Context: an optimization exercise on an open-source flow, tuned for small area, a short achievable clock period and few clock cycles. The choices shown serve that exercise and are no tape-out recipe. Function was checked by simulation only, so behaviour that the tests miss may differ from the original. Power is estimated from default activity; no workload was simulated.

## job 1869
Design p18240_core, start of the top module:
module p18240_core (
  input  logic        clock,
  input  logic        reset_L,
  output logic [15:0] mem_addr,
  output logic [15:0] mem_wdata,
  output logic        mem_re,
  output logic        mem_we,
  input  logic [15:0] mem_rdata,
  output logic        halted);
clock: 10.0 ns
lec_check: 0
abc_clock_period_in_ps: 4000
cap_margin: 20
core_margin: 2
core_utilization: 40
cts_cluster_diameter: 60
cts_cluster_size: 30
place_density: 0.6
setup_slack_margin: 5
slew_margin: 20
run.sh (not shown) runs the stock make flow with config.mk's settings and CLKGATE_MAP_FILE= SYNTH_SCRIPT=/design/flow/synth_recipe.tcl, a recipe that flattens the netlist after the stock synthesis.
The flow did not stop early for job 1869: all stages ran, and the layout cleared the timing, DRC and antenna checks.
Testbench counts of job 1869, summed over its fixed seeds: cycles 26,823.
Setup changes, job 1869 to job 6398
# job 1869
export LEC_CHECK = 0
export ABC_CLOCK_PERIOD_IN_PS = 4000
export CAP_MARGIN = 20
export CORE_MARGIN = 2
export CORE_UTILIZATION = 40
export CTS_CLUSTER_DIAMETER = 60
export CTS_CLUSTER_SIZE = 30
export PLACE_DENSITY = 0.6
export SETUP_SLACK_MARGIN = 5
export SLEW_MARGIN = 20
create_clock -name core_clock -period 10.0 [get_ports {clock}]
# job 6398
export LEC_CHECK = 0
export ABC_AREA = 1
export ABC_CLOCK_PERIOD_IN_PS = 4000
export CAP_MARGIN = 20
export CORE_MARGIN = 2
export CORE_UTILIZATION = 40
export PLACE_DENSITY = 0.6
export SETUP_SLACK_MARGIN = 5
export SLEW_MARGIN = 20
create_clock -name core_clock -period 10.0 [get_ports {clock}]
Results
Job 6398 ran to completion and came out clean on the timing, DRC and antenna checks.
Job 6398 vs job 1869, cell-internal power went up by 14%.
Going from job 1869 to job 6398, layout overhead on the synthesized area rose by 1.3 points; number of nets in the synthesized netlist shows an increase of 787; sequential fraction of total cell area shows a reduction of 2.4 points; non-clock buffer count decreased about 28%; minimum period implied by the final worst setup slack now smaller.
Job 6398 ends up with lower stage delay of the slowest cell on the critical path than job 1869 does.
Job 6398 vs job 1869 on multiplexer fraction of the synthesized cell area: job 6398 is the lower one.
#### Input delta (job 5797 over job 6398)
# job 6398
export LEC_CHECK = 0
export ABC_AREA = 1
export ABC_CLOCK_PERIOD_IN_PS = 4000
export CAP_MARGIN = 20
export CORE_MARGIN = 2
export CORE_UTILIZATION = 40
export PLACE_DENSITY = 0.6
export SETUP_SLACK_MARGIN = 5
export SLEW_MARGIN = 20
create_clock -name core_clock -period 10.0 [get_ports {clock}]
# job 5797
export LEC_CHECK = 0
export ABC_CLOCK_PERIOD_IN_PS = 4000
export CAP_MARGIN = 20
export CORE_MARGIN = 2
export CORE_UTILIZATION = 40
export PLACE_DENSITY = 0.6
export SETUP_SLACK_MARGIN = 5
export SLEW_MARGIN = 20
create_clock -name core_clock -period 10.0 [get_ports {clock}]
[summary]
Taking job 6398 as the reference point, the clock buffer count in the final layout of job 5797 falls by about 8%. Per the comparison of job 5797 with job 6398, overall fraction of global-route tracks in use has increased; clock transition at the registers of the reported paths has remained practically unchanged. Looking only at area of the mapped netlist, and setting everything else aside, the lower value of job 5797 and job 6398 goes to job 5797. Diff job 5797..job 6398 | power | negligible. Job 5797 reports its leading cell type in the layout, fill and taps excluded as sky130_fd_sc_hd__dfxtp_1 while job 6398 reports sky130_fd_sc_hd__nand2_1. Taking job 6398 over job 5797, the last weighted congestion value of the routability-driven placer ratio works out to 1.06.
Input changes introduced in job 5607 (baseline for comparison: job 5797):
# job 5797
export LEC_CHECK = 0
export ABC_CLOCK_PERIOD_IN_PS = 4000
export CAP_MARGIN = 20
export CORE_MARGIN = 2
export CORE_UTILIZATION = 40
export PLACE_DENSITY = 0.6
export SETUP_SLACK_MARGIN = 5
export SLEW_MARGIN = 20
create_clock -name core_clock -period 10.0 [get_ports {clock}]
# job 5607
export LEC_CHECK = 0
export ABC_CLOCK_PERIOD_IN_PS = 4000
export CAP_MARGIN = 20
export CORE_MARGIN = 2
export CORE_UTILIZATION = 40
export PLACE_DENSITY = 0.6
export SLEW_MARGIN = 20
create_clock -name core_clock -period 10.0 [get_ports {clock}]
==> flow/flow/run.sh (new file) <==
#!/bin/bash
set -euo pipefail
bash standard.sh SETUP_SLACK_MARGIN=6.5 finish > standard.log 2>&1
==> flow/standard.sh (new file) <==
#!/bin/bash
# synth_recipe.tcl (not shown) runs the flow's synth.tcl, then flattens the netlist and writes it again
# the make line also repeats each setting of config.mk as NAME=value (left out here)
make -C /OpenROAD-flow-scripts/flow DESIGN_CONFIG=/design/flow/config.mk WORK_HOME=/design/flow/orfs CLKGATE_MAP_FILE= SYNTH_SCRIPT=/design/flow/synth_recipe.tcl "${@:-finish}"
removed: flow/run.sh
Changes observed in job 5607 relative to job 5797: setup slack after layout higher, mean routed wirelength per cell roughly the same, fraction of area in registers lower, final area higher. Between job 5607 and job 5797, it is job 5607 whose growth of design area from synthesis to finish is higher, by 13 points. Worst supply voltage drop on vdd improves in job 5607 relative to job 5797.

## afterwards: timing with drivers on the ports
The results above use ideal ports. As a check the final layouts listed here were re-extracted and re-timed, cells and wires unchanged. Step 1: set_driving_cell puts a clkbuf_16 on clock and a buf_2 on each other input, an assumption about the parent block. Step 2 also shifts input and output timing later by t, the mid clock arrival at the registers, as if the neighbouring blocks saw the same clock. Slacks: ideal / step 1 / step 2; pairs: ideal / step 1.
| run | shift t [ns] | setup slack, ns | worst hold slack (ns) |
|---|---|---|---|
| job 1869 | 0.690 | 4.890 / 4.825 / 4.552 | 0.319 / 0.319 / 0.319 |
| job 6398 | 0.665 | 5.069 / 5.005 / 5.084 | 0.319 / 0.319 / 0.319 |
| job 5797 | 0.692 | 4.958 / 4.891 / 4.552 | 0.290 / 0.290 / 0.290 |
| job 5607 | 0.696 | 4.973 / 4.909 / 5.442 | 0.318 / 0.318 / 0.318 |
After both steps setup and hold are still met in every run listed. For job 5797, which loses most, drivers alone change the setup slack by -0.067 ns; drivers and shift together by -0.406 ns.
